What follows belongs to an exercise in optimizing a design on an open flow for small area; a production flow would make more cautious choices.
The RTL was checked by simulation tests, not by an equivalence proof against the original design.
Power and IR drop assume default switching activity.

Design PadServo, start of the top module:
module PadServo (
    input  clk_i,
    input  rst_i,
    output dclock_o,
    output dlatch_o,
    input  sdata_i,
    output srv_o
);
Size: roughly 72 flip-flops, about 6 I/O pins, about 0.0031 mm² of cells after synthesis.
export LEC_CHECK = 0
export CAP_MARGIN = 20
export CORE_MARGIN = 2
export CORE_UTILIZATION = 40
export SLEW_MARGIN = 20
create_clock -name core_clock -period 10.0 [get_ports {clk_i}]
standard.sh (not shown) runs the stock make flow with config.mk's settings and CLKGATE_MAP_FILE= SYNTH_SCRIPT=/design/flow/synth_recipe.tcl, a recipe that flattens the netlist after the stock synthesis.
==> flow/flow/run.sh <==
#!/bin/bash
# Own layout flow: the standard flow (standard.sh), with two changes:
#  - synthesis maps the logic with an area-oriented ABC script (flow/area.abc)
#    instead of the delay-oriented one; everything before ABC (and so every
#    register, its name and its cell) is the standard synthesis unchanged;
#  - clock tree synthesis uses smaller buffers and no dummy loads (flow/cts_args).
# Each tool's output is kept in flow_*.log in the work folder.
set -euo pipefail
W="$(cd "$(dirname "$0")/.." && pwd)"
F="$W/flow"
{
cat <<EOT
proc abc {args} {
  set i [lsearch -exact \$args -script]
  if {\$i >= 0} { set args [lreplace \$args [expr {\$i+1}] [expr {\$i+1}] {$F/area.abc}] }
  set j [lsearch -exact \$args -D]
  if {\$j >= 0} { set args [lreplace \$args \$j [expr {\$j+1}]] }
  yosys abc {*}\$args
}
EOT
cat "$W/synth_recipe.tcl"
} > "$W/area_synth.tcl"
CTS_ARGS="$(cat "$F/cts_args")"
sed -e "s#SYNTH_SCRIPT=[^ ]*#SYNTH_SCRIPT=$W/area_synth.tcl 'CTS_ARGS=$CTS_ARGS'#" "$W/standard.sh" > "$W/area_standard.sh"
cd "$W"
bash "$W/area_standard.sh" > "$W/flow_make.log" 2>&1
==> flow/flow/area.abc <==
strash; dc2; dch -f; amap; topo
==> flow/flow/cts_args <==
-sink_clustering_enable -repair_clock_nets -dont_use_dummy_load -sink_clustering_size 100 -sink_clustering_max_diameter 500 -buf_list sky130_fd_sc_hd__clkbuf_16
==> next run, changes <==
==> flow/run.sh (new file) <==
#!/bin/bash
# synth_recipe.tcl (not shown) runs the flow's synth.tcl, then flattens the netlist and writes it again
# the make line also repeats each setting of config.mk as NAME=value (left out here)
make -C /OpenROAD-flow-scripts/flow DESIGN_CONFIG=/design/flow/config.mk WORK_HOME=/design/flow/orfs CLKGATE_MAP_FILE= SYNTH_SCRIPT=/design/flow/synth_recipe.tcl finish
removed: flow/flow/run.sh
removed: flow/flow/area.abc
removed: flow/flow/cts_args
removed: flow/standard.sh
After rerunning:
- fmax rises by 52%
- core utilization is lower by 2.6 points
- non-clock buffer count increases by 1
- hold slack loses 0.023 ns
- worst setup slack is better by 2.0 ns
- first-iteration DRC count went down by 13%
- wire length goes up by 5.8%
- global-route usage decreases by 1.4 points
==> next run, changes <==
==> flow/flow/run.sh (new file) <==
#!/bin/bash
# Own layout flow: the standard flow (standard.sh), with two changes:
#  - synthesis maps the logic with an area-oriented ABC script (flow/area.abc)
#    instead of the delay-oriented one; everything before ABC (and so every
#    register, its name and its cell) is the standard synthesis unchanged;
#  - clock tree synthesis uses smaller buffers and no dummy loads (flow/cts_args).
# Each tool's output is kept in flow_*.log in the work folder.
set -euo pipefail
W="$(cd "$(dirname "$0")/.." && pwd)"
F="$W/flow"
{
cat <<EOT
proc abc {args} {
  set i [lsearch -exact \$args -script]
  if {\$i >= 0} { set args [lreplace \$args [expr {\$i+1}] [expr {\$i+1}] {$F/area.abc}] }
  set j [lsearch -exact \$args -D]
  if {\$j >= 0} { set args [lreplace \$args \$j [expr {\$j+1}]] }
  yosys abc {*}\$args
}
EOT
cat "$W/synth_recipe.tcl"
} > "$W/area_synth.tcl"
CTS_ARGS="$(cat "$F/cts_args")"
sed -e "s#SYNTH_SCRIPT=[^ ]*#SYNTH_SCRIPT=$W/area_synth.tcl 'CTS_ARGS=$CTS_ARGS'#" "$W/standard.sh" > "$W/area_standard.sh"
cd "$W"
bash "$W/area_standard.sh" > "$W/flow_make.log" 2>&1
==> flow/flow/area.abc (new file) <==
strash; dc2; dch -f; amap; topo
==> flow/flow/cts_args (new file) <==
-sink_clustering_enable -repair_clock_nets -dont_use_dummy_load -buf_list sky130_fd_sc_hd__clkbuf_4
==> flow/standard.sh (new file) <==
#!/bin/bash
# synth_recipe.tcl (not shown) runs the flow's synth.tcl, then flattens the netlist and writes it again
# the make line also repeats each setting of config.mk as NAME=value (left out here)
make -C /OpenROAD-flow-scripts/flow DESIGN_CONFIG=/design/flow/config.mk WORK_HOME=/design/flow/orfs CLKGATE_MAP_FILE= SYNTH_SCRIPT=/design/flow/synth_recipe.tcl "${@:-finish}"
removed: flow/run.sh
What happened: The changed run produced a clean layout; final area is lower by 15%; total power came out lower by 21%; cell count came out lower by about 3.4%; setup slack is worse by 2.0 ns; wire length fell by 7.3%; clock skew went up by 0.015 ns.

[afterwards: timing with drivers on the ports]
In the flow no input, the clock included, has a driving cell. The finished layouts below were timed again as built, in two steps. Step 1: set_driving_cell puts a clkbuf_16 on clk_i and a buf_2 on each other input, an assumption about the parent block. Step 2 times the ports against the registers' clock, not the clock port: input delays grow and output delays shrink by t, the midpoint of the rising clock arrivals with the driver on. Three values: ideal, step 1, step 2; two values: the first two.
run | t, ns | setup slack, ns | clock arrival spread, ns
the first run | 0.349 | 4.053 / 4.053 / 4.053 | 0.014 / 0.014
the second run | 0.367 | 6.079 / 6.050 / 6.418 | 0.009 / 0.009
the third run | 0.416 | 4.056 / 4.056 / 4.056 | 0.025 / 0.026
After both steps every run listed still meets setup and hold.
